Background: an optimization exercise with open tools, aiming at small area. Do not read the settings as production practice.
The RTL was checked by simulation tests, not by an equivalence proof against the original design.
No run shown here takes its clock network from TritonCTS; it comes from the design's own scripts or RTL.
No driver is modelled on the clock port, so clock power and skew are understated where the tree is cut down; a real chip needs a root buffer or a tree.
Power is estimated from default activity; no workload was simulated.

--- flow/design.v ---
`timescale 1ns / 1ps
module clockDivider(
    input i_clk,
    input i_reset,
    output [1:0] o_counter,
    output [1:0] o_phase,
    output o_start,
    output o_last
    );
    reg [2:0] r_s;
    reg [1:0] r_q;
    reg [1:0] r_k;
    reg [2:0] r_c;
    wire w_k2    = r_k[1] & ~r_k[0];
    wire w_kStep = r_s[2] & ~r_s[1] & ~r_q[0];
    wire w_cStep = r_s[1] & r_s[0] & ~r_q[1] & r_q[0] & w_k2;
    assign o_counter = r_k;
    assign o_phase = r_q;
    assign o_start = w_cStep & r_c[1] & r_c[0];
    assign o_last = r_s[2] & ~r_s[1] & r_q[1] & r_q[0] & w_k2 & r_c[2] & r_c[1];
    always @(posedge i_clk or posedge i_reset) begin
        if (i_reset) begin
            r_s <= 0;
            r_q <= 0;
            r_k <= 0;
            r_c <= 0;
        end
        else begin
            r_s <= {r_s[1:0], ~(r_s[2] | r_s[1])};
            r_q <= {r_q[1] ^ r_q[0], ~r_q[0]};
            r_k <= {r_k[1] ^ (w_kStep & r_k[0]), r_k[0] ^ w_kStep};
            if (w_cStep)
                r_c <= {r_c[1:0], ~(r_c[2] | r_c[1])};
        end
    end
endmodule
`timescale 1ns / 1ps
`timescale 1ns / 1ps
`timescale 1ns / 1ps
module bcdDigit(
    input [3:0] r_d,
    input i_en,
    output [3:0] o_next,
    output o_carry
    );
    wire w_t1 = i_en & r_d[0];
    wire w_x  = w_t1 & ~r_d[3];
    wire w_t2 = w_x & r_d[1];
    wire w_t3 = w_t2 & r_d[2];
    assign o_next[0] = r_d[0] ^ i_en;
    assign o_next[1] = r_d[1] ^ w_x;
    assign o_next[2] = r_d[2] ^ w_t2;
    assign o_next[3] = w_t1 ? w_t3 : r_d[3];
    assign o_carry = w_t1 & r_d[3];
endmodule
module counterData(
    input i_clk,
    input i_reset,
    input [1:0] i_phase,
    input i_start,
    input i_last,
    output [3:0] o_slot0, o_slot1, o_slot2, o_slot3
    );
    reg  [3:0] r_slot0, r_slot1, r_slot2, r_slot3;
    reg        r_carry;
    reg        r_ov;
    wire [3:0] w_next;
    wire       w_carry;
    assign o_slot0 = r_slot0;
    assign o_slot1 = r_slot1;
    assign o_slot2 = r_slot2;
    assign o_slot3 = r_slot3;
    wire w_ones = ~i_phase[1] & i_phase[0];
    wire w_cin  = i_start | (r_carry & ~w_ones);
    bcdDigit inc(.r_d(r_slot0), .i_en(w_cin), .o_next(w_next), .o_carry(w_carry));
    wire w_wrap = i_last & r_ov
                & ~r_slot0[2] & r_slot0[1] & r_slot0[0]     
                & r_slot1[2] & r_slot1[1]                   
                & r_slot2[2] & ~r_slot2[1] & ~r_slot2[0]    
                & r_slot3[3] & ~r_slot3[0];                 
    always @(posedge i_clk or posedge i_reset) begin
        if (i_reset) begin
            r_slot0 <= 0;
            r_slot1 <= 0;
            r_slot2 <= 0;
            r_slot3 <= 0;
            r_carry <= 0;
            r_ov <= 0;
        end
        else begin
            r_slot0 <= {r_slot1[3], r_slot1[2:1] & {2{~w_wrap}}, r_slot1[0]};
            r_slot1 <= {r_slot2[3], r_slot2[2] & ~w_wrap, r_slot2[1:0]};
            r_slot2 <= {r_slot3[3] & ~w_wrap, r_slot3[2:0]};
            r_slot3 <= {w_next[3:2], w_next[1:0] & {2{~w_wrap}}};
            r_carry <= w_carry;
            r_ov    <= (r_ov | (r_carry & w_ones)) & ~w_wrap;
        end
    end
endmodule
`timescale 1ns / 1ps
module decoder2x4(
    input [1:0] i_counter,
    output [3:0] o_fndDigit
    );
    reg [3:0] r_fndDigit;
    assign o_fndDigit = r_fndDigit;
    always @(*) begin
        case (i_counter)
            2'b00 : r_fndDigit = 4'b1110;
            2'b01 : r_fndDigit = 4'b1101;
            2'b10 : r_fndDigit = 4'b1011;
            2'b11 : r_fndDigit = 4'b0111;
        endcase
    end
endmodule
`timescale 1ns / 1ps
`timescale 1ns / 1ps
module MUX4(
    input [3:0] i_slot0, i_slot1, i_slot2, i_slot3,
    input [1:0] i_counter,
    input [1:0] i_phase,
    output [3:0] o_data
    );
    wire [1:0] w_sel = i_counter - i_phase + 2'd1;
    reg [3:0] r_data;
    assign o_data = r_data;
    always @(*) begin
        case (w_sel)
            2'b00: r_data = i_slot0;
            2'b01: r_data = i_slot1;
            2'b10: r_data = i_slot2;
            2'b11: r_data = i_slot3;
        endcase
    end
endmodule
`timescale 1ns / 1ps
module BCDtoFNDdecoder(
    input [3:0] i_data,
    output [7:0] o_fndData
    );
    reg [7:0] r_fndData;
    assign o_fndData = r_fndData;
    always @(*) begin
        case (i_data)
            4'h0 : r_fndData = 8'hc0;
            4'h1 : r_fndData = 8'hf9;
            4'h2 : r_fndData = 8'ha4;
            4'h3 : r_fndData = 8'hb0;
            4'h4 : r_fndData = 8'h99;
            4'h5 : r_fndData = 8'h92;
            4'h6 : r_fndData = 8'h82;
            4'h7 : r_fndData = 8'hf8;
            4'h8 : r_fndData = 8'h80;
            4'h9 : r_fndData = 8'h90;
            default: r_fndData = 8'hxx;
        endcase
    end
endmodule
`timescale 1ns / 1ps
module upCounter(
    input i_clk,
    input i_reset,
    output [3:0] o_fndDigit,
    output [7:0] o_fndData
    );
    wire       w_start, w_last;
    wire [1:0] w_counter, w_phase;
    wire [3:0] w_slot0, w_slot1, w_slot2, w_slot3, w_data;
    clockDivider clkDiv(
        .i_clk(i_clk),
        .i_reset(i_reset),
        .o_counter(w_counter),
        .o_phase(w_phase),
        .o_start(w_start),
        .o_last(w_last)
    );
    decoder2x4 deco2x4(
        .i_counter(w_counter),
        .o_fndDigit(o_fndDigit)
    );
    counterData cntData(
        .i_clk(i_clk),
        .i_reset(i_reset),
        .i_phase(w_phase),
        .i_start(w_start),
        .i_last(w_last),
        .o_slot0(w_slot0),
        .o_slot1(w_slot1),
        .o_slot2(w_slot2),
        .o_slot3(w_slot3)
    );
    MUX4 mux(
        .i_slot0(w_slot0),
        .i_slot1(w_slot1),
        .i_slot2(w_slot2),
        .i_slot3(w_slot3),
        .i_counter(w_counter),
        .i_phase(w_phase),
        .o_data(w_data)
    );
    BCDtoFNDdecoder bcdFndDeco(
        .i_data(w_data),
        .o_fndData(o_fndData)
    );
endmodule
--- flow/flow/run.sh ---
#!/bin/bash
# Own layout flow: the standard synthesis, then the combinational logic between
# the registers re-mapped for area (every register cell and name kept), then
# the standard ORFS layout with 1x port buffers and a one-level clock tree
# (the clock port drives one buffer, which drives every register).
set -euo pipefail
W=$(pwd)
R=$W/orfs/results/$FLOW_PLATFORM/upCounter/base
YOSYS=$(command -v yosys || echo $FLOW_HOME/../tools/install/yosys/bin/yosys)
OPENROAD=$(command -v openroad || echo $FLOW_HOME/../tools/install/OpenROAD/bin/openroad)

bash standard.sh synth > synth.log 2>&1
cp "$R/1_2_yosys.v" "$W/std_synth.v"

FLOW_RESET=i_reset "$YOSYS" -c flow/reopt.tcl > reopt.log 2>&1
cp "$W/reopt_synth.v" "$R/1_2_yosys.v"
rm -f "$R/1_synth.odb" "$R/1_synth.sdc"

export BUFFER_PORTS_ARGS="-buffer_cell sky130_fd_sc_hd__buf_1"
bash standard.sh place > place.log 2>&1

RESULTS="$R" CLOCK_PORT=i_clk CLOCK_BUF=sky130_fd_sc_hd__buf_12 CLOCK_NBUF=1 \
  "$OPENROAD" -no_init -exit flow/cts.tcl > cts.log 2>&1
cp "$R/4_1_cts.odb" "$R/4_cts.odb"

bash standard.sh finish > finish.log 2>&1
--- flow/flow/cts.tcl ---
# Clock tree of one level: the clock port drives CLOCK_NBUF clock buffers
# (cell CLOCK_BUF), each placed at the centre of its share of the registers
# (registers split into groups by position) and driving their clock pins.
set plat $::env(FLOW_HOME)/platforms/sky130hd
set res $::env(RESULTS)
read_lef $plat/lef/sky130_fd_sc_hd.tlef
read_lef $plat/lef/sky130_fd_sc_hd_merged.lef
read_liberty $plat/lib/sky130_fd_sc_hd__tt_025C_1v80.lib
read_db $res/3_place.odb
read_sdc $res/3_place.sdc
source $plat/setRC.tcl

set block [ord::get_db_block]
set clknet [$block findNet $::env(CLOCK_PORT)]
$clknet setSigType CLOCK
set master [[ord::get_db] findMaster $::env(CLOCK_BUF)]
set nbuf $::env(CLOCK_NBUF)

# sinks sorted by x (or by y for the second split), then cut into groups
set sinks {}
foreach it [$clknet getITerms] {
  set loc [[$it getInst] getLocation]
  lappend sinks [list $it [lindex $loc 0] [lindex $loc 1]]
}
set sinks [lsort -integer -index 1 $sinks]
set n [llength $sinks]
for {set b 0} {$b < $nbuf} {incr b} {
  set lo [expr {($n * $b) / $nbuf}]
  set hi [expr {($n * ($b + 1)) / $nbuf - 1}]
  set inst [odb::dbInst_create $block $master clkbuf_root_$b]
  set net [odb::dbNet_create $block clknet_root_$b]
  $net setSigType CLOCK
  set sx 0; set sy 0; set m 0
  foreach s [lrange $sinks $lo $hi] {
    set it [lindex $s 0]
    incr sx [lindex $s 1]; incr sy [lindex $s 2]; incr m
    $it disconnect
    $it connect $net
  }
  [$inst findITerm A] connect $clknet
  [$inst findITerm X] connect $net
  $inst setLocation [expr {$sx / $m}] [expr {$sy / $m}]
  $inst setPlacementStatus PLACED
  puts "clock buffer $b ($::env(CLOCK_BUF)) drives $m sinks"
}

set_placement_padding -global -left 0 -right 0
detailed_placement
check_placement -verbose

set_propagated_clock [all_clocks]
estimate_parasitics -placement
set mx 0
foreach p [get_pins -hier */CLK] { set s [get_property $p slew_max]; if {$s > $mx} {set mx $s} }
puts "largest register clock slew (placement estimate): $mx"
report_worst_slack -min
report_worst_slack -max

if {[info exists ::env(CTS_DRYRUN)]} { exit }
write_db $res/4_1_cts.odb
write_sdc -no_timestamp $res/4_cts.sdc
--- flow/flow/reopt.tcl ---
# Re-map the standard synthesis's combinational logic for area. Registers are
# kept as black boxes, so their cells and instance names do not change.
set lib $::env(FLOW_HOME)/platforms/sky130hd/lib/sky130_fd_sc_hd__tt_025C_1v80.lib
yosys read_liberty -overwrite -ignore_miss_func $lib
yosys read_verilog std_synth.v
yosys hierarchy -top $::env(FLOW_TOP)
set fh [open $lib r]
set seq {}
while {[gets $fh line] >= 0} {
  if {[regexp {cell\s*\(\s*"?(sky130_fd_sc_hd__(df|dl|sdf|edf|sedf)\w+)"?\s*\)} $line -> c]} {
    lappend seq $c
  }
}
close $fh
foreach c [lsort -unique $seq] { yosys blackbox $c }
yosys flatten
yosys opt -purge
# the platform's don't-use cells, from its config.mk
set fh [open $::env(FLOW_HOME)/platforms/sky130hd/config.mk r]
set cfg [read $fh]
close $fh
regexp {DONT_USE_CELLS \+= \\(.*?)\n\s*#} $cfg -> du
set dont_use {}
foreach c [concat [regexp -all -inline {sky130_fd_sc_hd__\w+} $du] sky130_fd_sc_hd__ha_1 sky130_fd_sc_hd__fa_1] { lappend dont_use -dont_use $c }
puts "dont_use: $dont_use"
# Several ABC runs (different seeds of its deep synthesis); the smallest
# mapping is kept. All of them compute the same logic.
yosys design -save pre_abc
set best_area 1e18
set best_run ""
set runs {}
foreach map {amap {amap -m}} {
  lappend runs "strash\ndch -f\n$map\ntopo"
  foreach seed {1 2 3 4 5 6} {
    lappend runs "&get -n\n&st\n&deepsyn -T 10 -S $seed\n&put\ndch -f\n$map\ntopo"
  }
}
set i 0
foreach script $runs {
  yosys design -load pre_abc
  set fh [open abc_area_$i.script w]
  puts $fh $script
  close $fh
  yosys abc -liberty $lib {*}$dont_use -script abc_area_$i.script
  yosys read_liberty -lib -overwrite $lib
  set st [yosys tee -q -s result.string stat -liberty $lib]
  regexp {Chip area for module '\\[^']*': ([0-9.]+)} $st -> area
  puts "abc run $i: area $area"
  if {$area < $best_area} {
    set best_area $area
    set best_run $i
    yosys design -save best_abc
  }
  incr i
}
puts "kept abc run $best_run: area $best_area"
yosys design -load best_abc
# cell definitions again (black boxes) so that the checks know the pin directions
yosys read_liberty -lib -overwrite $lib
yosys opt_clean -purge
yosys splitnets
yosys opt_clean -purge
yosys hilomap -singleton -hicell sky130_fd_sc_hd__conb_1 HI -locell sky130_fd_sc_hd__conb_1 LO
yosys insbuf -buf sky130_fd_sc_hd__buf_1 A X
yosys check -assert -mapped
yosys stat -liberty $lib
yosys write_verilog -noattr -nohex -nodec -selected reopt_synth.v

# Inverters: inv_2 has the area of clkinv_1 and drives more. The inverter of the
# reset input drives every register's reset pin, so it gets inv_4.
set fh [open reopt_synth.v r]
set net [read $fh]
close $fh
set net [string map {"sky130_fd_sc_hd__clkinv_1 " "sky130_fd_sc_hd__inv_2 "} $net]
set rst $::env(FLOW_RESET)
set n [regsub -all "sky130_fd_sc_hd__inv_2 (\\S+\\s*\\(\\s*\\.A\\($rst\\)\\s*,)" $net {sky130_fd_sc_hd__inv_4 \1} net]
puts "reset inverters resized: $n"
set fh [open reopt_synth.v w]
puts -nonewline $fh $net
close $fh
--- flow/standard.sh ---
#!/bin/bash
# synth_recipe.tcl (not shown) runs the flow's synth.tcl, then flattens the netlist and writes it again
# the make line also repeats each setting of config.mk as NAME=value (left out here)
make -C /OpenROAD-flow-scripts/flow DESIGN_CONFIG=/design/flow/config.mk WORK_HOME=/design/flow/orfs CLKGATE_MAP_FILE= SYNTH_SCRIPT=/design/flow/synth_recipe.tcl "${@:-finish}"
--- flow/config.mk ---
export PLATFORM = sky130hd
export DESIGN_NAME = upCounter
export DESIGN_NICKNAME = upCounter
export VERILOG_FILES = /design/flow/design.v
export SDC_FILE = /design/flow/constraint.sdc
export NUM_CORES = 4
export LEC_CHECK = 0
export CAP_MARGIN = 20
export CORE_AREA = 2.3 2.72 57.04 57.12
export DIE_AREA = 0 0 59.42 59.42
export PLACE_DENSITY = 0.9
export SLEW_MARGIN = 20
--- flow/constraint.sdc ---
create_clock -name core_clock -period 120.0 [get_ports {i_clk}]
set_input_delay 24.0000 -clock core_clock [delete_from_list [all_inputs] [get_ports {i_clk}]]
set_output_delay 24.0000 -clock core_clock [all_outputs]
set_load 0.01 [all_outputs]
==> results of run 1 <==
==> registers in the layout, summed over array words and instances (netlist names) <==
name / cells
clkDiv.r_c: 3
clkDiv.r_k: 2
clkDiv.r_q: 2
clkDiv.r_s: 3
cntData.r_carry: 1
cntData.r_ov: 1
cntData.r_slot0: 4
cntData.r_slot1: 4
cntData.r_slot2: 4
cntData.r_slot3: 4
==> layout make-up <==
cell class	count	area share
tap	33	0.0324
timing repair buffer	12	0.0354
multi-input combinational	73	0.305
sequential	28	0.551
inverter	20	0.0610
buffer	1	0.0157
==> metrics by stage <==
stage	instances	util	instance area, um^2	power (uW)
floorplan	133	-	1200	9.78
global placement	166	0.418	1250	9.83
detailed placement	166	0.418	1250	9.84
global route	167	0.427	1270	13.6
finish	167	0.427	1270	13.1
==> path summary, 6_finish.rpt <==
path                       depth (start not counted)                  to  slack, ns
max reg2reg                                        5  cntData.r_slot1[2]     117.90
max                                               13        o_fndData[1]      92.99
max in group asynchronous                          2  cntData.r_slot0[0]      95.93
min reg2reg                                        0       clkDiv.r_s[1]       0.39
min in group asynchronous                          2        cntData.r_ov      23.82
min                                                0       clkDiv.r_s[1]       0.39
==> power by group through the flow <==
stage               registers (uW)  clock network [uW]  logic (uW)
detailed placement            9.61                   0       0.225
finish                        9.43                3.50       0.210
global route                  9.43                3.89       0.248
global placement              9.61                   0       0.219
floorplan                     9.61                   0       0.170
==> worst max-delay path, cell delays in order (launching register included) <==
cell and delay (ns):
dfrtp_1 0.45, o21ai_0 0.37, inv_2 0.06, a32oi_1 0.38, inv_2 0.08, a222oi_1 0.31
o21ai_0 0.28, nor2b_1 0.21, nor2_1 0.06, nor3_1 0.24, nand2_1 0.11, o21ai_0 0.13
nor3_1 0.07, buf_1 0.13
==> per-layer routing <==
| layer | vias up | share of wire | track usage |
|---|---|---|---|
| met4 | 0 | 0.013 | 0.0162 |
| met5 | - | 0 | 0 |
| met2 | 30 | 0.49 | 0.210 |
| met3 | 2 | 0.056 | 0.0109 |
| li1 | 433 | - | - |
| met1 | 422 | 0.44 | 0.163 |
==> placed cells by master, fill, tap and decap left out, drive strengths merged, types with 2 or more instances in the layout <==
master  count
nand3       2
o21ai       8
a22oi       3
a21oi       2
a222oi      2
dfrtp      28
nand2      12
nor2b       6
buf        13
inv        20
o22ai       3
nand4       2
or2         2
nor2       19
nor3        5
==> flow_summary.yaml, run 1 <==
yosys:
  netlist_area_mm2: 0.00120
  avgSynthCellArea_um2: 9.06
  ys_warn_count: 5
  synthCells: 133
  synth_nets: 135
power:
  power_switching_uw: 2.34
  power.static_leakage_uw: 0.000581
  powerDensity_mw_per_mm2: 10.3
  p_comb_frac: 0.016
  vdd_ir_drop_max_uv: 4.59
  clockPowerShare: 0.267
  switching_share: 0.178
  seq_power_share: 0.717
  intPower_uw: 10.8
detailed_routing:
  drt-total-wl_um: 2060
  wire_per_inst_um: 12.4
  dr.pass1.iters: 4
  drc: 0
  drt_iter0_drc: 46
  antenna_left: 0
  via_per_inst: 5.31
  num_vias: 887
floorplan:
  die_area_mm2: 0.00353
  start_util: 0.405
  die_w_um: 59.4
  die_y_um: 59.4
  coreArea_mm2: 0.00298
  num_rows: 20
  ios: 14
timing:
  post-route-period-util: 0.225
  slew_headroom: 0.574
  post-route-min-period_ns: 27.01
  setup_violations: 0
  drv_slew: 0
  setup_ws_ns: 92.99
  setup-tns-final_ns: 0
  hold_ws_ns: 0.393
  skew_ns: 0.00312
  fmax_mhz: 37.0
  grt_setup_unrepaired: "no"
  tightest_slew_ns: 0.638
  hold_viol: 0
setup_path:
  crit_fanout: 7
  endpoint_kind: "output pin"
  worstSetupPathType: "reg -> out"
  startpoint: "clkDiv.r_k[1]"
  r2r-start: "clkDiv.r_k[1]"
  cp.required_ns: 96.00
  cp_data_arrival_time_ns: 3.01
  start_kind: "flop"
clock_network:
  clk_pin_slew_ns: 0.10
  clk_latency_ns: 0.13
placed_design:
  portBuffers: 12
  gp_congestion: 0.855
  dpl.hpwl_um: 1560
  dp_slack_ns: 93.27
job:
  drv_cap: 0
grt:
  antenna_found_initial: 0
  grt_pass1_wl_um: 3380
  grt_usage: 0.119
  grt_max_degree: 29
  grt_pass1_vias: 785
  overflow: 0
min_path:
  hold_path.class: "reg -> reg"
  hold_path.startpoint: "clkDiv.r_s[0]"
final_layout:
  syn2layout_area_growth_pct: 5.61
  seq_area_um2: 701
  diodes: 0
  final_nets: 138
  layout-drive-gt1-share: 0.164
  nFillCells: 293
  multi_input_comb_area_um2: 388
run_status:
  status: "timing/DRC/antenna clean"
==> run 2, diff against run 1 <==
--- a/flow/design.v
+++ b/flow/design.v
@@ -4,8 +4,7 @@
     input i_reset,
     output [1:0] o_counter,
     output [1:0] o_phase,
-    output o_start,
-    output o_last
+    output o_start
     );
     reg [2:0] r_s;
     reg [1:0] r_q;
@@ -17,7 +16,6 @@
     assign o_counter = r_k;
     assign o_phase = r_q;
     assign o_start = w_cStep & r_c[1] & r_c[0];
-    assign o_last = r_s[2] & ~r_s[1] & r_q[1] & r_q[0] & w_k2 & r_c[2] & r_c[1];
     always @(posedge i_clk or posedge i_reset) begin
         if (i_reset) begin
             r_s <= 0;
@@ -58,7 +56,6 @@
     input i_reset,
     input [1:0] i_phase,
     input i_start,
-    input i_last,
     output [3:0] o_slot0, o_slot1, o_slot2, o_slot3
     );
     reg  [3:0] r_slot0, r_slot1, r_slot2, r_slot3;
@@ -73,7 +70,7 @@
     wire w_ones = ~i_phase[1] & i_phase[0];
     wire w_cin  = i_start | (r_carry & ~w_ones);
     bcdDigit inc(.r_d(r_slot0), .i_en(w_cin), .o_next(w_next), .o_carry(w_carry));
-    wire w_wrap = i_last & r_ov
+    wire w_wrap = i_phase[1] & i_phase[0] & r_ov
                 & ~r_slot0[2] & r_slot0[1] & r_slot0[0]     
                 & r_slot1[2] & r_slot1[1]                   
                 & r_slot2[2] & ~r_slot2[1] & ~r_slot2[0]    
@@ -138,23 +135,18 @@
     input [3:0] i_data,
     output [7:0] o_fndData
     );
-    reg [7:0] r_fndData;
-    assign o_fndData = r_fndData;
-    always @(*) begin
-        case (i_data)
-            4'h0 : r_fndData = 8'hc0;
-            4'h1 : r_fndData = 8'hf9;
-            4'h2 : r_fndData = 8'ha4;
-            4'h3 : r_fndData = 8'hb0;
-            4'h4 : r_fndData = 8'h99;
-            4'h5 : r_fndData = 8'h92;
-            4'h6 : r_fndData = 8'h82;
-            4'h7 : r_fndData = 8'hf8;
-            4'h8 : r_fndData = 8'h80;
-            4'h9 : r_fndData = 8'h90;
-            default: r_fndData = 8'hxx;
-        endcase
-    end
+    wire [3:0] d = i_data;
+    wire w_low = ~d[3] & ~d[2] & ~d[1];    
+    wire w_7   = d[2] & d[1] & d[0];       
+    wire w_a   = (w_low & d[0]) | (d[2] & ~d[1] & ~d[0]);    
+    assign o_fndData[0] = w_a;                                
+    assign o_fndData[1] = d[2] & (d[1] ^ d[0]);               
+    assign o_fndData[2] = ~d[2] & d[1] & ~d[0];               
+    assign o_fndData[3] = w_a | w_7;                          
+    assign o_fndData[4] = d[0] | (d[2] & ~d[1]);              
+    assign o_fndData[5] = (d[1] & d[0]) | (~d[3] & ~d[2] & (d[1] | d[0]));   
+    assign o_fndData[6] = w_low | w_7;                        
+    assign o_fndData[7] = 1'b1;                               
 endmodule
 `timescale 1ns / 1ps
 module upCounter(
@@ -163,7 +155,7 @@
     output [3:0] o_fndDigit,
     output [7:0] o_fndData
     );
-    wire       w_start, w_last;
+    wire       w_start;
     wire [1:0] w_counter, w_phase;
     wire [3:0] w_slot0, w_slot1, w_slot2, w_slot3, w_data;
     clockDivider clkDiv(
@@ -171,8 +163,7 @@
         .i_reset(i_reset),
         .o_counter(w_counter),
         .o_phase(w_phase),
-        .o_start(w_start),
-        .o_last(w_last)
+        .o_start(w_start)
     );
     decoder2x4 deco2x4(
         .i_counter(w_counter),
@@ -183,7 +174,6 @@
         .i_reset(i_reset),
         .i_phase(w_phase),
         .i_start(w_start),
-        .i_last(w_last),
         .o_slot0(w_slot0),
         .o_slot1(w_slot1),
         .o_slot2(w_slot2),
--- a/flow/flow/reopt.tcl
+++ b/flow/flow/reopt.tcl
@@ -29,8 +29,9 @@
 set best_area 1e18
 set best_run ""
 set runs {}
-foreach map {amap {amap -m}} {
+foreach map {amap {amap -m} {amap -A 50 -F 10} {amap -m -A 50 -F 10}} {
   lappend runs "strash\ndch -f\n$map\ntopo"
+  lappend runs "strash\ndch -f -p\n$map\ntopo"
   foreach seed {1 2 3 4 5 6} {
     lappend runs "&get -n\n&st\n&deepsyn -T 10 -S $seed\n&put\ndch -f\n$map\ntopo"
   }
==> run 2 against run 1 <==
  * First-iteration DRC count shrank 26%
  * Flip-flop and latch count is the same
  * Global-route usage grew 0.57 points
  * Largest power group unchanged
  * Combinational power is essentially flat
  * Highest routed layer unchanged
  * Maximum frequency grew 0.98%
  * Clock skew shrank 0.00078 ns
  * Design area shrank 2.0%
==> flow_summary.yaml, run 2 <==
run_status:
  status: "timing/DRC/antenna clean"
timing:
  setup-tns-final_ns: 0
  slew_headroom: 0.550
  post-route-period-util: 0.223
  skew_ns: 0.00234
  post-route-min-period_ns: 26.75
  hold_viol: 0
  fmax_mhz: 37.4
  setup_violations: 0
  grt_setup_unrepaired: "no"
  tightest_slew_ns: 0.670
  drv_slew: 0
clock_network:
  clk_latency_ns: 0.14
  clk_pin_slew_ns: 0.10
grt:
  grt_usage: 0.125
  grt_max_degree: 29
  antenna_found_initial: 0
  grt_pass1_vias: 769
  overflow: 0
  grt_pass1_wl_um: 3520
final_layout:
  nFillCells: 295
  stdcell_area_mm2: 0.00125
  multi_input_comb_area_um2: 359
  final_cell_mix: "28 x dfrtp_1, 21 x nor2_1, 20 x inv_2"
  syn2layout_area_growth_pct: 5.73
  seq_area_um2: 701
  final_common_cell: "dfrtp_1"
  final_core_util: 0.419
  layout-drive-gt1-share: 0.174
  final_nets: 136
  diodes: 0
placed_design:
  postPlaceCellArea_mm2: 0.00122
  dpl.hpwl_um: 1540
  gp_congestion: 0.807
  portBuffers: 12
floorplan:
  die_area_mm2: 0.00353
  die_y_um: 59.4
  num_rows: 20
  die_w_um: 59.4
  coreArea_mm2: 0.00298
  ios: 14
  start_util: 0.396
setup_path:
  reg2reg_to: "cntData.r_slot3[1]"
  cp.buffers_inverters: 4
  crit_path_top_delay_cell: "o21ai_0"
  cp_data_arrival_time_ns: 2.75
  start_kind: "flop"
  critical_path.max_stage_delay_ns: 0.49
  worstSetupPathType: "reg -> out"
  ff2ff_setup_slack_ns: 117.75
  r2r-start: "clkDiv.r_q[0]"
  endpoint_kind: "output pin"
  cp.required_ns: 96.00
  ff2ff_path_depth: 10
  path_cells: "inv_2 -> o22ai_1 -> inv_2 -> a31o_1 -> nand2b_1 -> o21ai_0 -> inv_2 -> nor2_1 -> nor2_1 -> a21oi_1 -> o21ai_0 -> nor2_1 -> buf_1"
  crit_fanout: 5
  critical_path.top_delay_family: "compound AO/OA/AOI/OAI gates"
detailed_routing:
  drc: 0
  antenna_left: 0
  wire_per_inst_um: 12.2
  num_vias: 851
  via_per_inst: 5.16
  drt-total-wl_um: 2010
  dr.pass1.iters: 4
  drt_iter0_drc: 34
min_path:
  min_path_cells: 0
  hold_path.startpoint: "clkDiv.r_s[0]"
  hold_path.class: "reg -> reg"
  min_to: "clkDiv.r_s[1]"
power:
  vdd_ir_drop_max_uv: 6.21
  powerDensity_mw_per_mm2: 10.6
  power.static_leakage_uw: 0.000564
yosys:
  netlist_area_mm2: 0.00118
  synthCells: 131
  avgSynthCellArea_um2: 9.01
  synth_nets: 133
  ys_warn_count: 4
job:
  drv_cap: 0
[run 2: power by group]
group | switching, uW | internal [uW]
logic | 0.193 | 0.0151
clock network | 2.26 | 1.36
registers | 0 | 9.43
[run 2: worst max-delay path by stage]
stage / cells after the start / start / slack [ns] / end
finish: 13 / clkDiv.r_k[1] / 93.25 / o_fndData[0]
detailed placement: 13 / clkDiv.r_k[1] / 93.46 / o_fndData[0]
global placement: 13 / clkDiv.r_k[1] / 93.51 / o_fndData[0]
floorplan: 13 / clkDiv.r_k[1] / 93.75 / o_fndData[0]
global route: 13 / clkDiv.r_k[1] / 92.90 / o_fndData[0]
[run 2: worst register-to-register path, delay by kind of cell (launching register included)]
family / cells / cell delay (ns)
buffers and inverters: 2 / 0.15
flip-flops: 1 / 0.40
AND/OR/NAND/NOR: 7 / 1.28
AO/OA/AOI/OAI: 1 / 0.27
[run 2: per-stage QoR]
| stage | total power (uW) | hold WS [ns] | std cells | setup slack [ns] |
|---|---|---|---|---|
| after global routing | 13.8 | 0.400 | 165 | 92.90 |
| after floorplan | 9.78 | 0.353 | 131 | 93.75 |
| final | 13.3 | 0.389 | 165 | 93.25 |
| after global placement | 9.83 | 0.357 | 164 | 93.51 |
| after detailed placement | 9.84 | 0.374 | 164 | 93.46 |
[run 2: layout make-up]
class / count / area share
well taps: 33 / 0.0331
repair buffers: 12 / 0.0361
flip-flops and latches: 28 / 0.562
plain buffers: 1 / 0.0160
multi-input cells: 70 / 0.288
inverters: 21 / 0.0652
[run 2: metal layers]
| metal | GRT usage | vias to the layer above | part of all wire |
|---|---|---|---|
| met3 | 0.00655 | 2 | 0.060 |
| met5 | 0 | - | 0 |
| li1 | - | 421 | - |
| met4 | 0.00649 | 0 | 0.0065 |
| met1 | 0.202 | 404 | 0.47 |
| met2 | 0.195 | 24 | 0.46 |
==> run 3, diff against run 2 <==
--- a/flow/design.v
+++ b/flow/design.v
@@ -12,7 +12,7 @@
     reg [2:0] r_c;
     wire w_k2    = r_k[1] & ~r_k[0];
     wire w_kStep = r_s[2] & ~r_s[1] & ~r_q[0];
-    wire w_cStep = r_s[1] & r_s[0] & ~r_q[1] & r_q[0] & w_k2;
+    wire w_cStep = r_s[1] & r_s[0] & r_q[0] & w_k2;
     assign o_counter = r_k;
     assign o_phase = r_q;
     assign o_start = w_cStep & r_c[1] & r_c[0];
@@ -71,10 +71,10 @@
     wire w_cin  = i_start | (r_carry & ~w_ones);
     bcdDigit inc(.r_d(r_slot0), .i_en(w_cin), .o_next(w_next), .o_carry(w_carry));
     wire w_wrap = i_phase[1] & i_phase[0] & r_ov
-                & ~r_slot0[2] & r_slot0[1] & r_slot0[0]     
-                & r_slot1[2] & r_slot1[1]                   
-                & r_slot2[2] & ~r_slot2[1] & ~r_slot2[0]    
-                & r_slot3[3] & ~r_slot3[0];                 
+                & r_slot0[1] & r_slot0[0]      
+                & r_slot1[2] & r_slot1[1]      
+                & r_slot2[2]                   
+                & r_slot3[3];                  
     always @(posedge i_clk or posedge i_reset) begin
         if (i_reset) begin
             r_slot0 <= 0;
==> run 3 against run 2 <==
  * Design area fell by 1.0%
  * Total power fell by 0.72%
  * First-iteration DRC count rose by 44%
  * Setup slack got worse by 0.15 ns
  * Synthesized cell count fell by 2.3%
  * Hold slack got worse by 0.011 ns
  * Combinational power barely moved
  * Clock skew rose by 0.00063 ns
  * Maximum frequency fell by 0.57%
==> flow_summary.yaml, run 3 <==
grt:
  grt_max_degree: 29
  antenna_found_initial: 0
  overflow: 0
  grt_pass1_vias: 746
  grt_pass1_wl_um: 3140
  grt_usage: 0.110
floorplan:
  coreArea_mm2: 0.00298
  ios: 14
  die_w_um: 59.4
  num_rows: 20
  die_area_mm2: 0.00353
  start_util: 0.394
  die_y_um: 59.4
final_layout:
  final_cell_mix: "28 x dfrtp_1, 22 x inv_2, 17 x nor2_1"
  syn2layout_area_growth_pct: 5.22
  stdcell_count: 162
  multi_input_comb_area_um2: 339
  diodes: 0
  final_common_cell: "dfrtp_1"
  layout-drive-gt1-share: 0.186
  nFillCells: 293
  final_nets: 133
  seq_area_um2: 701
timing:
  hold_ws_ns: 0.378
  post-route-min-period_ns: 26.90
  slew_headroom: 0.652
  fmax_mhz: 37.2
  setup_violations: 0
  setup_ws_ns: 93.10
  skew_ns: 0.00297
  hold_viol: 0
  tightest_slew_ns: 0.516
  setup-tns-final_ns: 0
  post-route-period-util: 0.224
  grt_setup_unrepaired: "no"
  drv_slew: 0
detailed_routing:
  drc: 0
  num_vias: 830
  drt-total-wl_um: 1870
  via_per_inst: 5.12
  antenna_left: 0
  dr.pass1.iters: 4
  wire_per_inst_um: 11.5
  drt_iter0_drc: 49
setup_path:
  endpoint_kind: "output pin"
  r2r-start: "clkDiv.r_k[0]"
  ff2ff_path_depth: 12
  reg2reg_to: "cntData.r_slot3[2]"
  crit_fanout: 5
  worstSetupPathType: "reg -> out"
  cp.required_ns: 96.00
  ff2ff_setup_slack_ns: 118.15
  cp_data_arrival_time_ns: 2.90
  start_kind: "flop"
run_status:
  status: "timing/DRC/antenna clean"
placed_design:
  dp_slack_ns: 93.29
  dp.cells: 161
  gp_congestion: 0.798
  portBuffers: 12
  dpl.hpwl_um: 1490
min_path:
  min_path_cells: 0
  hold_path.class: "reg -> reg"
  hold_path.startpoint: "cntData.r_slot2[3]"
  min_to: "cntData.r_slot1[3]"
clock_network:
  clk_latency_ns: 0.13
  clk_pin_slew_ns: 0.10
power:
  power.static_leakage_uw: 0.000582
  power_uw: 13.2
  vdd_ir_drop_max_uv: 4.87
  powerDensity_mw_per_mm2: 10.7
yosys:
  synthCells: 128
  synth_nets: 130
  netlist_area_mm2: 0.00117
  avgSynthCellArea_um2: 9.17
  ys_warn_count: 4
job:
  drv_cap: 0
==> run 3: how the worst max path moves through the flow <==
stage | from | to
after global routing | clkDiv.r_k[1] | o_fndData[0]
after floorplan | clkDiv.r_q[1] | o_fndData[0]
after detailed placement | clkDiv.r_k[1] | o_fndData[0]
final | clkDiv.r_k[1] | o_fndData[0]
after global placement | clkDiv.r_k[1] | o_fndData[0]
==> run 3: power by group <==
part	internal (uW)	switching (uW)	total, uW	leakage (uW)
Clock	1.36	2.16	3.52	0.00000940
Sequential	9.43	0	9.43	0.000372
Combinational	0.0151	0.190	0.206	0.000200
==> run 3: worst max-delay path: stages, from the launching register on <==
cell      delay (ns)
dfrtp_1         0.43
inv_2           0.07
o22ai_1         0.28
nor3_1          0.08
a31oi_1         0.26
inv_2           0.08
a222oi_1        0.24
o21ai_0         0.27
inv_2           0.11
nor2_1          0.07
o32ai_1         0.30
a21oi_1         0.10
o21ai_0         0.28
nor2_1          0.07
buf_1           0.14
==> run 3: cell type report <==
cell class / count / share of cell area
flip-flops and latches: 28 / 0.567
multi-input cells: 65 / 0.275
inverters: 23 / 0.0719
repair buffers: 12 / 0.0365
well taps: 33 / 0.0334
plain buffers: 1 / 0.0162
==> run 3: layer usage <==
layer  share of wire  up-vias  wire length, um  track usage
li1                -      423                -            -
met1            0.50      387              934        0.149
met2            0.46       18              857        0.195
met3           0.025        2               47      0.00655
met4           0.015        0               28       0.0195
met5               0        -                0            0
==> run 3: per-stage QoR <==
step	cell area, um^2	util
after global placement	1210	0.408
after floorplan	1170	-
final	1230	0.415
after global routing	1230	0.415
after detailed placement	1210	0.408
==> run 4, diff against run 3 <==
--- a/flow/design.v
+++ b/flow/design.v
@@ -3,29 +3,34 @@
     input i_clk,
     input i_reset,
     output [1:0] o_counter,
-    output [1:0] o_phase,
+    output [1:0] o_sel,
+    output o_thou,
+    output o_wrapt,
     output o_start
     );
     reg [2:0] r_s;
-    reg [1:0] r_q;
+    reg       r_p;
     reg [1:0] r_k;
     reg [2:0] r_c;
-    wire w_k2    = r_k[1] & ~r_k[0];
-    wire w_kStep = r_s[2] & ~r_s[1] & ~r_q[0];
-    wire w_cStep = r_s[1] & r_s[0] & r_q[0] & w_k2;
+    wire w_kStep = r_s[2] & ~r_s[1] & ~r_p;
+    wire w_cStep = r_s[1] & r_s[0] & r_p & r_k[1] & ~r_k[0];
+    wire w_x0 = ~(r_k[0] ^ r_s[0]);
+    wire w_x1 = ~(r_k[0] ^ r_s[1]);
+    assign o_thou  = ~r_p & w_x1;
+    assign o_wrapt = r_p & w_x0;
+    assign o_sel   = {r_k[1] ^ (r_p ? w_x0 : r_s[1]), ~(r_k[0] ^ r_p)};
     assign o_counter = r_k;
-    assign o_phase = r_q;
     assign o_start = w_cStep & r_c[1] & r_c[0];
     always @(posedge i_clk or posedge i_reset) begin
         if (i_reset) begin
             r_s <= 0;
-            r_q <= 0;
+            r_p <= 0;
             r_k <= 0;
             r_c <= 0;
         end
         else begin
             r_s <= {r_s[1:0], ~(r_s[2] | r_s[1])};
-            r_q <= {r_q[1] ^ r_q[0], ~r_q[0]};
+            r_p <= ~r_p;
             r_k <= {r_k[1] ^ (w_kStep & r_k[0]), r_k[0] ^ w_kStep};
             if (w_cStep)
                 r_c <= {r_c[1:0], ~(r_c[2] | r_c[1])};
@@ -54,7 +59,8 @@
 module counterData(
     input i_clk,
     input i_reset,
-    input [1:0] i_phase,
+    input i_thou,
+    input i_wrapt,
     input i_start,
     output [3:0] o_slot0, o_slot1, o_slot2, o_slot3
     );
@@ -67,10 +73,10 @@
     assign o_slot1 = r_slot1;
     assign o_slot2 = r_slot2;
     assign o_slot3 = r_slot3;
-    wire w_ones = ~i_phase[1] & i_phase[0];
-    wire w_cin  = i_start | (r_carry & ~w_ones);
+    wire w_thou = i_thou;
+    wire w_cin  = i_start | r_carry;
     bcdDigit inc(.r_d(r_slot0), .i_en(w_cin), .o_next(w_next), .o_carry(w_carry));
-    wire w_wrap = i_phase[1] & i_phase[0] & r_ov
+    wire w_wrap = i_wrapt & r_ov
                 & r_slot0[1] & r_slot0[0]      
                 & r_slot1[2] & r_slot1[1]      
                 & r_slot2[2]                   
@@ -89,8 +95,8 @@
             r_slot1 <= {r_slot2[3], r_slot2[2] & ~w_wrap, r_slot2[1:0]};
             r_slot2 <= {r_slot3[3] & ~w_wrap, r_slot3[2:0]};
             r_slot3 <= {w_next[3:2], w_next[1:0] & {2{~w_wrap}}};
-            r_carry <= w_carry;
-            r_ov    <= (r_ov | (r_carry & w_ones)) & ~w_wrap;
+            r_carry <= w_carry & ~w_thou;
+            r_ov    <= (r_ov | (w_carry & w_thou)) & ~w_wrap;
         end
     end
 endmodule
@@ -114,11 +120,10 @@
 `timescale 1ns / 1ps
 module MUX4(
     input [3:0] i_slot0, i_slot1, i_slot2, i_slot3,
-    input [1:0] i_counter,
-    input [1:0] i_phase,
+    input [1:0] i_sel,
     output [3:0] o_data
     );
-    wire [1:0] w_sel = i_counter - i_phase + 2'd1;
+    wire [1:0] w_sel = i_sel;
     reg [3:0] r_data;
     assign o_data = r_data;
     always @(*) begin
@@ -155,14 +160,16 @@
     output [3:0] o_fndDigit,
     output [7:0] o_fndData
     );
-    wire       w_start;
-    wire [1:0] w_counter, w_phase;
+    wire       w_start, w_thou, w_wrapt;
+    wire [1:0] w_counter, w_sel;
     wire [3:0] w_slot0, w_slot1, w_slot2, w_slot3, w_data;
     clockDivider clkDiv(
         .i_clk(i_clk),
         .i_reset(i_reset),
         .o_counter(w_counter),
-        .o_phase(w_phase),
+        .o_sel(w_sel),
+        .o_thou(w_thou),
+        .o_wrapt(w_wrapt),
         .o_start(w_start)
     );
     decoder2x4 deco2x4(
@@ -172,7 +179,8 @@
     counterData cntData(
         .i_clk(i_clk),
         .i_reset(i_reset),
-        .i_phase(w_phase),
+        .i_thou(w_thou),
+        .i_wrapt(w_wrapt),
         .i_start(w_start),
         .o_slot0(w_slot0),
         .o_slot1(w_slot1),
@@ -184,8 +192,7 @@
         .i_slot1(w_slot1),
         .i_slot2(w_slot2),
         .i_slot3(w_slot3),
-        .i_counter(w_counter),
-        .i_phase(w_phase),
+        .i_sel(w_sel),
         .o_data(w_data)
     );
     BCDtoFNDdecoder bcdFndDeco(
==> run 4 against run 3 <==
  * Total power fell by 2.6%
  * Synthesized cell count fell by 3.9%
  * Highest routed layer unchanged
  * Flip-flop and latch count fell by 1
  * Sequential share of layout area fell by 1.1 points
  * Largest cell class unchanged
==> flow_summary.yaml, run 4 <==
timing:
  post-route-period-util: 0.227
  skew_ns: 0.00229
  post-route-min-period_ns: 27.27
  setup_violations: 0
  grt_setup_unrepaired: "no"
  hold_viol: 0
  slew_headroom: 0.555
  tightest_slew_ns: 0.650
  drv_slew: 0
  fmax_mhz: 36.7
  setup-tns-final_ns: 0
floorplan:
  coreArea_mm2: 0.00298
  num_rows: 20
  die_w_um: 59.4
  start_util: 0.387
  die_area_mm2: 0.00353
  die_y_um: 59.4
  ios: 14
setup_path:
  critical_path.max_stage_delay_ns: 0.53
  critical_path.top_delay_family: "compound AO/OA/AOI/OAI gates"
  cp_data_arrival_time_ns: 3.27
  cp.required_ns: 96.00
  endpoint_kind: "output pin"
  path_cells: "nor2_1 -> a21oi_1 -> o22ai_1 -> o21ai_0 -> inv_2 -> or2_0 -> o221ai_1 -> nor2_1 -> a2111oi_0 -> a21oi_1 -> o21ai_0 -> nor2_1 -> buf_1"
  cp.buffers_inverters: 2
  r2r-start: "clkDiv.r_k[0]"
  start_kind: "flop"
  crit_fanout: 8
  cpMostUsedCell: "nor2_1"
  worstSetupPathType: "reg -> out"
  startpoint: "clkDiv.r_k[0]"
  crit_path_top_delay_cell: "a2111oi_0"
grt:
  antenna_found_initial: 0
  grt_usage: 0.119
  overflow: 0
  grt_max_degree: 28
  grt_pass1_vias: 779
  grt_pass1_wl_um: 3380
detailed_routing:
  dr.pass1.iters: 4
  drc: 0
  wire_per_inst_um: 12.7
  num_vias: 838
  via_per_inst: 5.34
  antenna_left: 0
  drt_iter0_drc: 49
  drt-total-wl_um: 1990
placed_design:
  dpl.hpwl_um: 1560
  portBuffers: 12
  gp_congestion: 0.893
power:
  power.static_leakage_uw: 0.000566
  powerDensity_mw_per_mm2: 10.6
  vdd_ir_drop_max_uv: 4.99
  power_uw: 12.8
final_layout:
  final_nets: 128
  layout-drive-gt1-share: 0.153
  syn2layout_area_growth_pct: 5.32
  final_common_cell: "dfrtp_1"
  diodes: 0
  final_cell_mix: "27 x dfrtp_1, 17 x inv_2, 13 x nor2_1"
yosys:
  synthCells: 123
  synth_nets: 125
  netlist_area_mm2: 0.00115
  ys_warn_count: 4
  avgSynthCellArea_um2: 9.37
min_path:
  hold_path.class: "reg -> reg"
  hold_path.startpoint: "cntData.r_slot3[0]"
job:
  drv_cap: 0
clock_network:
  clk_latency_ns: 0.13
  clk_pin_slew_ns: 0.10
run_status:
  status: "timing/DRC/antenna clean"
## run 4: worst paths after layout
check                                endpoint  slack, ns  cells after the start
max                              o_fndData[0]      92.73                     13
min                        cntData.r_slot2[0]       0.38                      0
max reg2reg                cntData.r_slot3[2]     117.67                      9
min reg2reg                cntData.r_slot2[0]       0.38                      0
max in group asynchronous  cntData.r_slot3[3]      95.94                      2
min in group asynchronous  cntData.r_slot2[3]      23.81                      2
## run 4: area by class of cell
cell class | instances | area (um^2)
timing repair buffer | 12 | 45.0
buffer | 1 | 20.0
inverter | 18 | 70.1
fill | 289 | 1760
multi-input combinational | 66 | 362
tap | 33 | 41.3
sequential | 27 | 676
## run 4: layer usage
layer / part of all wire / global-route usage / up-vias / wire length, um
met5: 0 / 0 / - / 0
met4: 0.0096 / 0.00974 / 0 / 19
met3: 0.037 / 0.00655 / 2 / 73
met2: 0.50 / 0.226 / 18 / 994
met1: 0.45 / 0.154 / 408 / 900
li1: - / - / 410 / -
## run 4: worst reg2reg max path: cells and delay by family (launching register included)
family          cells  cell delay [ns]
compound gates      4             0.64
buf+inv             1             0.09
flops               1             0.49
simple gates        4             0.99
## run 4: power breakdown
group | leakage, uW | switching (uW) | total [uW] | internal (uW)
combinational | 0.000199 | 0.192 | 0.208 | 0.0151
sequential | 0.000358 | 0 | 9.09 | 9.09
clock | 0.00000940 | 2.15 | 3.51 | 1.36
## run 4: through the flow
step	instance area [um^2]	utilization	instances	worst slack, ns	hold WS, ns
after floorplan	1150	-	123	93.45	0.354
after global placement	1190	0.401	156	93.05	0.358
after detailed placement	1190	0.401	156	92.96	0.364
after global routing	1210	0.408	157	92.42	0.409
final	1210	0.408	157	92.73	0.384
==> run 5, diff against run 4 <==
--- a/flow/design.v
+++ b/flow/design.v
@@ -13,14 +13,13 @@
     reg [1:0] r_k;
     reg [2:0] r_c;
     wire w_kStep = r_s[2] & ~r_s[1] & ~r_p;
-    wire w_cStep = r_s[1] & r_s[0] & r_p & r_k[1] & ~r_k[0];
     wire w_x0 = ~(r_k[0] ^ r_s[0]);
     wire w_x1 = ~(r_k[0] ^ r_s[1]);
     assign o_thou  = ~r_p & w_x1;
     assign o_wrapt = r_p & w_x0;
     assign o_sel   = {r_k[1] ^ (r_p ? w_x0 : r_s[1]), ~(r_k[0] ^ r_p)};
     assign o_counter = r_k;
-    assign o_start = w_cStep & r_c[1] & r_c[0];
+    assign o_start = r_s[1] & r_s[0] & r_p & r_k[1] & ~r_k[0] & ~r_c[2] & ~r_c[0];
     always @(posedge i_clk or posedge i_reset) begin
         if (i_reset) begin
             r_s <= 0;
@@ -32,7 +31,7 @@
             r_s <= {r_s[1:0], ~(r_s[2] | r_s[1])};
             r_p <= ~r_p;
             r_k <= {r_k[1] ^ (w_kStep & r_k[0]), r_k[0] ^ w_kStep};
-            if (w_cStep)
+            if (w_kStep)
                 r_c <= {r_c[1:0], ~(r_c[2] | r_c[1])};
         end
     end
==> run 5 against run 4 <==
  * Critical path type unchanged
  * Critical path depth fell by 1
  * Wire length fell by 3.2%
  * Synthesized area did not move
  * Flip-flop and latch count did not move
  * Highest routed layer unchanged
==> flow_summary.yaml, run 5 <==
run_status:
  status: "timing/DRC/antenna clean"
setup_path:
  ff2ff_path_depth: 10
  worstSetupPathType: "reg -> out"
  endpoint_kind: "output pin"
  crit_fanout: 8
  cp_data_arrival_time_ns: 3.14
  cp.required_ns: 96.00
  start_kind: "flop"
power:
  clockPowerShare: 0.269
  seq_power_share: 0.715
  power_switching_uw: 2.24
  p_comb_frac: 0.016
  intPower_uw: 10.5
  vdd_ir_drop_max_uv: 5.31
  power.static_leakage_uw: 0.000574
  powerDensity_mw_per_mm2: 10.5
  switching_share: 0.176
detailed_routing:
  dr.pass1.iters: 4
  wire_per_inst_um: 12.2
  drt-total-wl_um: 1920
  drt_iter0_drc: 53
  antenna_left: 0
  num_vias: 829
  drc: 0
  via_per_inst: 5.25
yosys:
  synth_nets: 126
  ys_warn_count: 4
  avgSynthCellArea_um2: 9.29
  netlist_area_mm2: 0.00115
  synthCells: 124
grt:
  grt_max_degree: 28
  overflow: 0
  grt_pass1_wl_um: 3260
  grt_pass1_vias: 797
  grt_usage: 0.115
  antenna_found_initial: 0
clock_network:
  clk_latency_ns: 0.13
  clk_pin_slew_ns: 0.10
placed_design:
  portBuffers: 12
  dpl.hpwl_um: 1470
  dp.cells: 157
  gp_congestion: 0.865
timing:
  setup_violations: 0
  grt_setup_unrepaired: "no"
  post-route-period-util: 0.226
  hold_viol: 0
  fmax_mhz: 36.9
  slew_headroom: 0.587
  setup-tns-final_ns: 0
  skew_ns: 0.00124
  drv_slew: 0
  post-route-min-period_ns: 27.14
  tightest_slew_ns: 0.604
final_layout:
  diodes: 0
  stdcell_count: 158
  final_cell_mix: "27 x dfrtp_1, 18 x inv_2, 15 x nor2_1"
  syn2layout_area_growth_pct: 5.32
  layout-drive-gt1-share: 0.160
  final_nets: 129
  final_common_cell: "dfrtp_1"
floorplan:
  coreArea_mm2: 0.00298
  num_rows: 20
  die_w_um: 59.4
  die_y_um: 59.4
  die_area_mm2: 0.00353
  start_util: 0.387
  ios: 14
min_path:
  min_path_cells: 0
  hold_path.class: "reg -> reg"
job:
  drv_cap: 0
==> run 5: final cells by class <==
class	instances	area, um^2
buffer	1	20.0
timing repair buffer	12	45.0
inverter	19	73.8
tap	33	41.3
fill	284	1760
multi-input combinational	66	358
sequential	27	676
==> run 5: worst max-delay path: stages, from the launching register on <==
cell and delay (ns):
dfrtp_1 0.49, inv_2 0.10, o221ai_1 0.23, o21ai_0 0.18
o22ai_1 0.29, nand2_1 0.17, o221ai_1 0.34, nor3_1 0.11
a2111oi_0 0.50, a21oi_1 0.12, o21ai_0 0.29, nor2_1 0.07
buf_1 0.13
==> run 5: final timing paths <==
path,startpoint,to,slack [ns]
worst max-delay path,clkDiv.r_k[0],o_fndData[0],92.86
worst min-delay path,cntData.r_slot1[0],cntData.r_slot0[0],0.39
worst max register to register,clkDiv.r_k[0],cntData.r_slot3[3],117.97
worst min register to register,cntData.r_slot1[0],cntData.r_slot0[0],0.39
max in group asynchronous,i_reset,cntData.r_slot1[1],95.94
min in group asynchronous,i_reset,clkDiv.r_s[2],23.82
==> run 5: power by group through the flow <==
stage / clock, uW / combinational, uW / sequential (uW)
global placement: 0 / 0.209 / 9.27
floorplan: 0 / 0.165 / 9.27
global route: 3.93 / 0.243 / 9.09
finish: 3.41 / 0.203 / 9.09
detailed placement: 0 / 0.217 / 9.27
==> run 5: per-layer routing <==
layer	GRT usage	up-vias	routed length [um]
met3	0.00873	2	80
met2	0.212	17	859
met1	0.148	391	961
met5	0	-	0
li1	-	419	-
met4	0.0162	0	21
==> run 5: stage by stage <==
step / worst slack [ns] / total power (uW) / cell area (um^2) / utilization / hold WS, ns
final: 92.86 / 12.7 / 1210 / 0.408 / 0.392
after detailed placement: 93.11 / 9.49 / 1190 / 0.401 / 0.365
after global placement: 93.23 / 9.48 / 1190 / 0.401 / 0.367
after floorplan: 93.51 / 9.44 / 1150 / - / 0.354
after global routing: 92.42 / 13.3 / 1210 / 0.408 / 0.409
==> run 6, diff against run 5 <==
--- a/flow/flow/run.sh
+++ b/flow/flow/run.sh
@@ -12,7 +12,7 @@
 bash standard.sh synth > synth.log 2>&1
 cp "$R/1_2_yosys.v" "$W/std_synth.v"
 
-FLOW_RESET=i_reset "$YOSYS" -c flow/reopt.tcl > reopt.log 2>&1
+"$YOSYS" -c flow/reopt.tcl > reopt.log 2>&1
 cp "$W/reopt_synth.v" "$R/1_2_yosys.v"
 rm -f "$R/1_synth.odb" "$R/1_synth.sdc"
 
--- a/flow/flow/reopt.tcl
+++ b/flow/flow/reopt.tcl
@@ -67,15 +67,12 @@
 yosys stat -liberty $lib
 yosys write_verilog -noattr -nohex -nodec -selected reopt_synth.v
 
-# Inverters: inv_2 has the area of clkinv_1 and drives more. The inverter of the
-# reset input drives every register's reset pin, so it gets inv_4.
+# Inverters: inv_2 has the area of clkinv_1 and inv_1 and drives more (the inverter of
+# the reset input drives every register's reset pin).
 set fh [open reopt_synth.v r]
 set net [read $fh]
 close $fh
-set net [string map {"sky130_fd_sc_hd__clkinv_1 " "sky130_fd_sc_hd__inv_2 "} $net]
-set rst $::env(FLOW_RESET)
-set n [regsub -all "sky130_fd_sc_hd__inv_2 (\\S+\\s*\\(\\s*\\.A\\($rst\\)\\s*,)" $net {sky130_fd_sc_hd__inv_4 \1} net]
-puts "reset inverters resized: $n"
+set net [string map {"sky130_fd_sc_hd__clkinv_1 " "sky130_fd_sc_hd__inv_2 " "sky130_fd_sc_hd__inv_1 " "sky130_fd_sc_hd__inv_2 "} $net]
 set fh [open reopt_synth.v w]
 puts -nonewline $fh $net
 close $fh
==> run 6 against run 5 <==
  * Still clean on timing, DRC and antenna
  * Global-route usage about the same
  * Utilization decreased by 0.084 points
  * Clock skew about the same
  * Combinational power decreased by 6%
  * Design area decreased by 0.21%
  * Clock power increased by 4%
  * Flip-flop and latch count unchanged
  * Critical path depth unchanged
  * Critical path type unchanged
  * Critical endpoint unchanged
  * Largest cell class unchanged
  * Highest routed layer unchanged
==> flow_summary.yaml, run 6 <==
final_layout:
  nFillCells: 278
  final_common_cell: "dfrtp_1"
  final_core_util: 0.407
  multi_input_comb_area_um2: 358
  final_nets: 129
  layout-drive-gt1-share: 0.160
  syn2layout_area_growth_pct: 5.33
  seq_area_um2: 676
  diodes: 0
  final_cell_mix: "27 x dfrtp_1, 19 x inv_2, 15 x nor2_1"
  stdcell_area_mm2: 0.00121
clock_network:
  clk_pin_slew_ns: 0.10
  clk_latency_ns: 0.13
timing:
  skew_ns: 0.000908
  grt_setup_unrepaired: "no"
  slew_headroom: 0.581
  setup_violations: 0
  post-route-period-util: 0.227
  drv_slew: 0
  setup-tns-final_ns: 0
  post-route-min-period_ns: 27.24
  tightest_slew_ns: 0.612
  hold_ws_ns: 0.387
  fmax_mhz: 36.7
  hold_viol: 0
floorplan:
  num_rows: 20
  ios: 14
  die_y_um: 59.4
  die_w_um: 59.4
  coreArea_mm2: 0.00298
  start_util: 0.386
  die_area_mm2: 0.00353
yosys:
  synth_nets: 126
  avgSynthCellArea_um2: 9.27
  ys_warn_count: 4
  synthCells: 124
  netlist_area_mm2: 0.00115
placed_design:
  postPlaceCellArea_mm2: 0.00119
  gp_congestion: 0.894
  portBuffers: 12
  dpl.hpwl_um: 1470
grt:
  antenna_found_initial: 0
  grt_pass1_wl_um: 3340
  grt_usage: 0.115
  grt_pass1_vias: 768
  overflow: 0
  grt_max_degree: 28
setup_path:
  start_kind: "flop"
  ff2ff_path_depth: 11
  cp.required_ns: 96.00
  endpoint_kind: "output pin"
  reg2reg_to: "cntData.r_slot3[2]"
  ff2ff_setup_slack_ns: 117.91
  crit_fanout: 8
  cp_data_arrival_time_ns: 3.24
  worstSetupPathType: "reg -> out"
  r2r-start: "clkDiv.r_k[0]"
detailed_routing:
  met1Wirelength_um: 936
  drt-total-wl_um: 1980
  via_per_inst: 5.41
  antenna_left: 0
  dr.pass1.iters: 4
  drt_iter0_drc: 58
  num_vias: 854
  dr_wl_met2_um: 939
  routed.top_layer: "met4"
  met3WireLength_um: 81
  drc: 0
  wire_per_inst_um: 12.5
job:
  drv_cap: 0
power:
  powerDensity_mw_per_mm2: 10.6
  p_comb_frac: 0.015
  power.static_leakage_uw: 0.000574
  intPower_uw: 10.5
  switching_share: 0.184
  seq_power_share: 0.709
  power_switching_uw: 2.36
  vdd_ir_drop_max_uv: 5.76
  clockPowerShare: 0.276
  power_uw: 12.8
min_path:
  hold_path.startpoint: "cntData.r_slot3[2]"
  min_path_cells: 0
  hold_path.class: "reg -> reg"
  min_to: "cntData.r_slot2[2]"
run_status:
  status: "timing/DRC/antenna clean"
run 6: worst max-delay path by stage:
stage / slack (ns) / cells past startpoint / to / from
floorplan: 93.51 / 12 / o_fndData[0] / clkDiv.r_k[0]
global placement: 93.18 / 12 / o_fndData[0] / clkDiv.r_k[0]
detailed placement: 93.05 / 12 / o_fndData[0] / clkDiv.r_k[0]
global route: 92.47 / 13 / o_fndData[0] / clkDiv.r_k[0]
finish: 92.76 / 12 / o_fndData[0] / clkDiv.r_k[0]
run 6: critical path, stage by stage, from the launching register on:
cell and delay (ns):
dfrtp_1 0.49, inv_2 0.10, o221ai_1 0.26, o21ai_0 0.20, o22ai_1 0.33, nand2_1 0.18, o221ai_1 0.34, nor3_1 0.11
a2111oi_0 0.51, a21oi_1 0.12, o21ai_0 0.28, nor2_1 0.07, buf_1 0.13
run 6: layout make-up:
class                      instances  share of cell area
inverter                          19              0.0589
sequential                        27               0.558
tap                               33              0.0341
multi-input combinational         66               0.295
buffer                             1              0.0165
timing repair buffer              12              0.0372
run 6: power groups by stage:
stage	Sequential, uW	Combinational, uW	Clock (uW)
finish	9.09	0.191	3.54
detailed placement	9.27	0.207	0
floorplan	9.27	0.160	0
global placement	9.27	0.201	0
global route	9.09	0.232	3.85
run 6: per-stage QoR:
stage / setup WS (ns) / instances
3_3_place_gp: 93.18 / 157
6_report: 92.76 / 158
3_5_place_dp: 93.05 / 157
5_1_grt: 92.47 / 158
2_1_floorplan: 93.51 / 124
run 6: layer usage:
metal	up-vias	global-route usage
met2	31	0.210
li1	412	-
met1	409	0.156
met4	0	0.0130
met3	2	0.00218
met5	-	0
==> run 7, diff against run 6 <==
--- a/flow/design.v
+++ b/flow/design.v
@@ -2,11 +2,13 @@
 module clockDivider(
     input i_clk,
     input i_reset,
+    input i_carry,
     output [1:0] o_counter,
     output [1:0] o_sel,
     output o_thou,
     output o_wrapt,
-    output o_start
+    output o_start,
+    output o_carry
     );
     reg [2:0] r_s;
     reg       r_p;
@@ -20,6 +22,7 @@
     assign o_sel   = {r_k[1] ^ (r_p ? w_x0 : r_s[1]), ~(r_k[0] ^ r_p)};
     assign o_counter = r_k;
     assign o_start = r_s[1] & r_s[0] & r_p & r_k[1] & ~r_k[0] & ~r_c[2] & ~r_c[0];
+    assign o_carry = ~r_c[2] & r_c[1] & ~r_c[0];
     always @(posedge i_clk or posedge i_reset) begin
         if (i_reset) begin
             r_s <= 0;
@@ -33,6 +36,8 @@
             r_k <= {r_k[1] ^ (w_kStep & r_k[0]), r_k[0] ^ w_kStep};
             if (w_kStep)
                 r_c <= {r_c[1:0], ~(r_c[2] | r_c[1])};
+            else
+                r_c <= {r_c[2], i_carry | (r_c[1] & (r_c[2] | r_c[0])), r_c[0]};
         end
     end
 endmodule
@@ -61,10 +66,11 @@
     input i_thou,
     input i_wrapt,
     input i_start,
-    output [3:0] o_slot0, o_slot1, o_slot2, o_slot3
+    input i_carry,
+    output [3:0] o_slot0, o_slot1, o_slot2, o_slot3,
+    output o_carry
     );
     reg  [3:0] r_slot0, r_slot1, r_slot2, r_slot3;
-    reg        r_carry;
     reg        r_ov;
     wire [3:0] w_next;
     wire       w_carry;
@@ -73,8 +79,9 @@
     assign o_slot2 = r_slot2;
     assign o_slot3 = r_slot3;
     wire w_thou = i_thou;
-    wire w_cin  = i_start | r_carry;
+    wire w_cin  = i_start | i_carry;
     bcdDigit inc(.r_d(r_slot0), .i_en(w_cin), .o_next(w_next), .o_carry(w_carry));
+    assign o_carry = w_carry & ~w_thou;
     wire w_wrap = i_wrapt & r_ov
                 & r_slot0[1] & r_slot0[0]      
                 & r_slot1[2] & r_slot1[1]      
@@ -86,7 +93,6 @@
             r_slot1 <= 0;
             r_slot2 <= 0;
             r_slot3 <= 0;
-            r_carry <= 0;
             r_ov <= 0;
         end
         else begin
@@ -94,7 +100,6 @@
             r_slot1 <= {r_slot2[3], r_slot2[2] & ~w_wrap, r_slot2[1:0]};
             r_slot2 <= {r_slot3[3] & ~w_wrap, r_slot3[2:0]};
             r_slot3 <= {w_next[3:2], w_next[1:0] & {2{~w_wrap}}};
-            r_carry <= w_carry & ~w_thou;
             r_ov    <= (r_ov | (w_carry & w_thou)) & ~w_wrap;
         end
     end
@@ -159,17 +164,19 @@
     output [3:0] o_fndDigit,
     output [7:0] o_fndData
     );
-    wire       w_start, w_thou, w_wrapt;
+    wire       w_start, w_thou, w_wrapt, w_carryIn, w_carryOut;
     wire [1:0] w_counter, w_sel;
     wire [3:0] w_slot0, w_slot1, w_slot2, w_slot3, w_data;
     clockDivider clkDiv(
         .i_clk(i_clk),
         .i_reset(i_reset),
+        .i_carry(w_carryOut),
         .o_counter(w_counter),
         .o_sel(w_sel),
         .o_thou(w_thou),
         .o_wrapt(w_wrapt),
-        .o_start(w_start)
+        .o_start(w_start),
+        .o_carry(w_carryIn)
     );
     decoder2x4 deco2x4(
         .i_counter(w_counter),
@@ -181,10 +188,12 @@
         .i_thou(w_thou),
         .i_wrapt(w_wrapt),
         .i_start(w_start),
+        .i_carry(w_carryIn),
         .o_slot0(w_slot0),
         .o_slot1(w_slot1),
         .o_slot2(w_slot2),
-        .o_slot3(w_slot3)
+        .o_slot3(w_slot3),
+        .o_carry(w_carryOut)
     );
     MUX4 mux(
         .i_slot0(w_slot0),
==> run 7 against run 6 <==
  * Maximum frequency grew 1.1%
  * Synthesized area down 1.4%
  * Sequential power shrank 3.6%
  * Design area shrank 1.3%
  * Register-to-register slack worse by 0.05 ns
  * Die area unchanged
  * Clock power shrank 3%
  * Via count is 1.1% lower
  * Flip-flop and latch count is 1 lower
==> flow_summary.yaml, run 7 <==
run_status:
  status: "timing/DRC/antenna clean"
yosys:
  synthCells: 128
  ys_warn_count: 4
  synth_nets: 130
  avgSynthCellArea_um2: 8.86
  netlist_area_mm2: 0.00113
min_path:
  min_path_cells: 0
  hold_path.class: "reg -> reg"
detailed_routing:
  dr.pass1.iters: 5
  via_per_inst: 5.22
  num_vias: 845
  antenna_left: 0
  drt-total-wl_um: 1940
  wire_per_inst_um: 12.0
  drc: 0
  drt_iter0_drc: 56
setup_path:
  crit_path_top_delay_cell: "dfrtp_1"
  crit_fanout: 7
  cp.buffers_inverters: 3
  cp.required_ns: 96.00
  endpoint_kind: "output pin"
  critical_path.top_delay_family: "compound AO/OA/AOI/OAI gates"
  cp_num_cells: 14
  worstSetupPathType: "reg -> out"
  critical_path.max_stage_delay_ns: 0.47
  start_kind: "flop"
  ff2ff_path_depth: 10
  cp_data_arrival_time_ns: 2.94
  path_cells: "inv_2 -> o221ai_1 -> o21ai_0 -> a21oi_1 -> inv_2 -> nand2_1 -> o22ai_1 -> a221oi_1 -> nor2_1 -> a31oi_1 -> a21oi_1 -> o21ai_0 -> nor2_1 -> buf_1"
grt:
  overflow: 0
  grt_usage: 0.119
  grt_max_degree: 27
  grt_pass1_wl_um: 3360
  antenna_found_initial: 0
  use_met2: 0.198
  grt_pass1_vias: 807
  grt_use_met1: 0.166
  use_met3: 0.0153
  globalRoute.busiestLayer: "met2"
final_layout:
  stdcell_count: 162
  nFillCells: 290
  syn2layout_area_growth_pct: 5.41
  final_cell_mix: "26 x dfrtp_1, 20 x inv_2, 20 x nor2_1"
  diodes: 0
  final_nets: 133
  layout-drive-gt1-share: 0.163
  final_common_cell: "dfrtp_1"
floorplan:
  coreArea_mm2: 0.00298
  ios: 14
  num_rows: 20
  die_w_um: 59.4
  die_area_mm2: 0.00353
  start_util: 0.381
  die_y_um: 59.4
power:
  seq_power_share: 0.708
  power.static_leakage_uw: 0.000561
  p_comb_frac: 0.015
  switching_share: 0.181
  intPower_uw: 10.1
  clockPowerShare: 0.276
  powerDensity_mw_per_mm2: 10.3
  vdd_ir_drop_max_uv: 5.05
  power_switching_uw: 2.24
clock_network:
  clk_latency_ns: 0.13
  clk_pin_slew_ns: 0.10
placed_design:
  dp.cells: 161
  dp_slack_ns: 93.27
  portBuffers: 12
  dpl.hpwl_um: 1480
  gp_congestion: 0.893
timing:
  fmax_mhz: 37.1
  setup_violations: 0
  grt_setup_unrepaired: "no"
  tightest_slew_ns: 0.563
  hold_viol: 0
  drv_slew: 0
  post-route-period-util: 0.225
  hold_ws_ns: 0.395
  post-route-min-period_ns: 26.94
  skew_ns: 0.00124
  setup_ws_ns: 93.06
  slew_headroom: 0.625
  setup-tns-final_ns: 0
job:
  drv_cap: 0
==> run 7: per-layer routing <==
metal,vias to the layer above,share of wire
li1,425,-
met1,391,0.48
met2,25,0.46
met3,4,0.054
met4,0,0.012
met5,-,0
==> run 7: worst paths after layout <==
kind                       slack, ns                  to                from
max in group asynchronous      95.77  cntData.r_slot1[2]             i_reset
setup / recovery               93.06        o_fndData[0]       clkDiv.r_k[0]
hold reg to reg                 0.39  cntData.r_slot1[3]  cntData.r_slot2[3]
setup reg to reg              117.86  cntData.r_slot3[3]       clkDiv.r_k[0]
min in group asynchronous      23.88       clkDiv.r_k[1]             i_reset
hold / removal                  0.39  cntData.r_slot1[3]  cntData.r_slot2[3]
==> run 7: worst reg2reg max path, delay by kind of cell (launching register included) <==
kind | cells | cell delay [ns]
and+or+nand+nor | 5 | 0.82
AOI/OAI and AO/OA | 4 | 0.67
DFF | 1 | 0.47
buffers and inverters | 1 | 0.10
==> run 7: final cells by class <==
cell class,instances,area (um^2),area share
Sequential cell,26,651,0.545
Multi-Input combinational cell,70,363,0.304
Inverter,20,75.1,0.0628
Timing Repair Buffer,12,45.0,0.0377
Tap cell,33,41.3,0.0346
Buffer,1,20.0,0.0168
==> run 7: per-stage QoR <==
step | cell area [um^2] | total power, uW | utilization
floorplan | 1130 | 9.08 | -
global placement | 1170 | 9.12 | 0.395
detailed placement | 1170 | 9.13 | 0.395
global route | 1190 | 12.6 | 0.401
finish | 1190 | 12.4 | 0.401
==> run 7: power groups by stage <==
| stage | Combinational (uW) | Sequential, uW | Clock [uW] |
|---|---|---|---|
| 2_1_floorplan | 0.155 | 8.93 | 0 |
| 3_3_place_gp | 0.195 | 8.93 | 0 |
| 3_5_place_dp | 0.198 | 8.93 | 0 |
| 5_1_grt | 0.229 | 8.75 | 3.67 |
| 6_report | 0.191 | 8.76 | 3.42 |

[afterwards: timing with drivers on the ports]
The results above use ideal ports. As a check the final layouts listed here were re-extracted and re-timed, cells and wires unchanged. Step 1, drivers: a clkbuf_16 drives i_clk and a buf_2 each remaining input, both assumed. Step 2 adds t to the input delays and takes it off the output delays; t is the mean of the earliest and latest rising clock arrival at the registers after step 1. Input paths then give back, and output paths get back, about the clock's delay inside the block. a / b / c = ideal ports / drivers / drivers and shift; a / b = the first two.
run	t (ns)	slack for setup (ns)	clock arrival spread, ns	slew at the worst register clock pin (ns)
run 1	0.162	92.991 / 92.961 / 93.123	0.003 / 0.003	0.10 / 0.10
run 2	0.165	93.254 / 93.224 / 93.389	0.002 / 0.003	0.10 / 0.10
run 3	0.166	93.099 / 93.067 / 93.232	0.003 / 0.003	0.10 / 0.10
run 4	0.162	92.728 / 92.698 / 92.860	0.002 / 0.002	0.10 / 0.10
run 5	0.160	92.864 / 92.833 / 92.993	0.002 / 0.001	0.10 / 0.10
run 6	0.164	92.758 / 92.728 / 92.891	0.001 / 0.001	0.10 / 0.10
run 7	0.162	93.057 / 93.024 / 93.186	0.001 / 0.002	0.10 / 0.10
After both steps setup and hold are still met in every run listed.
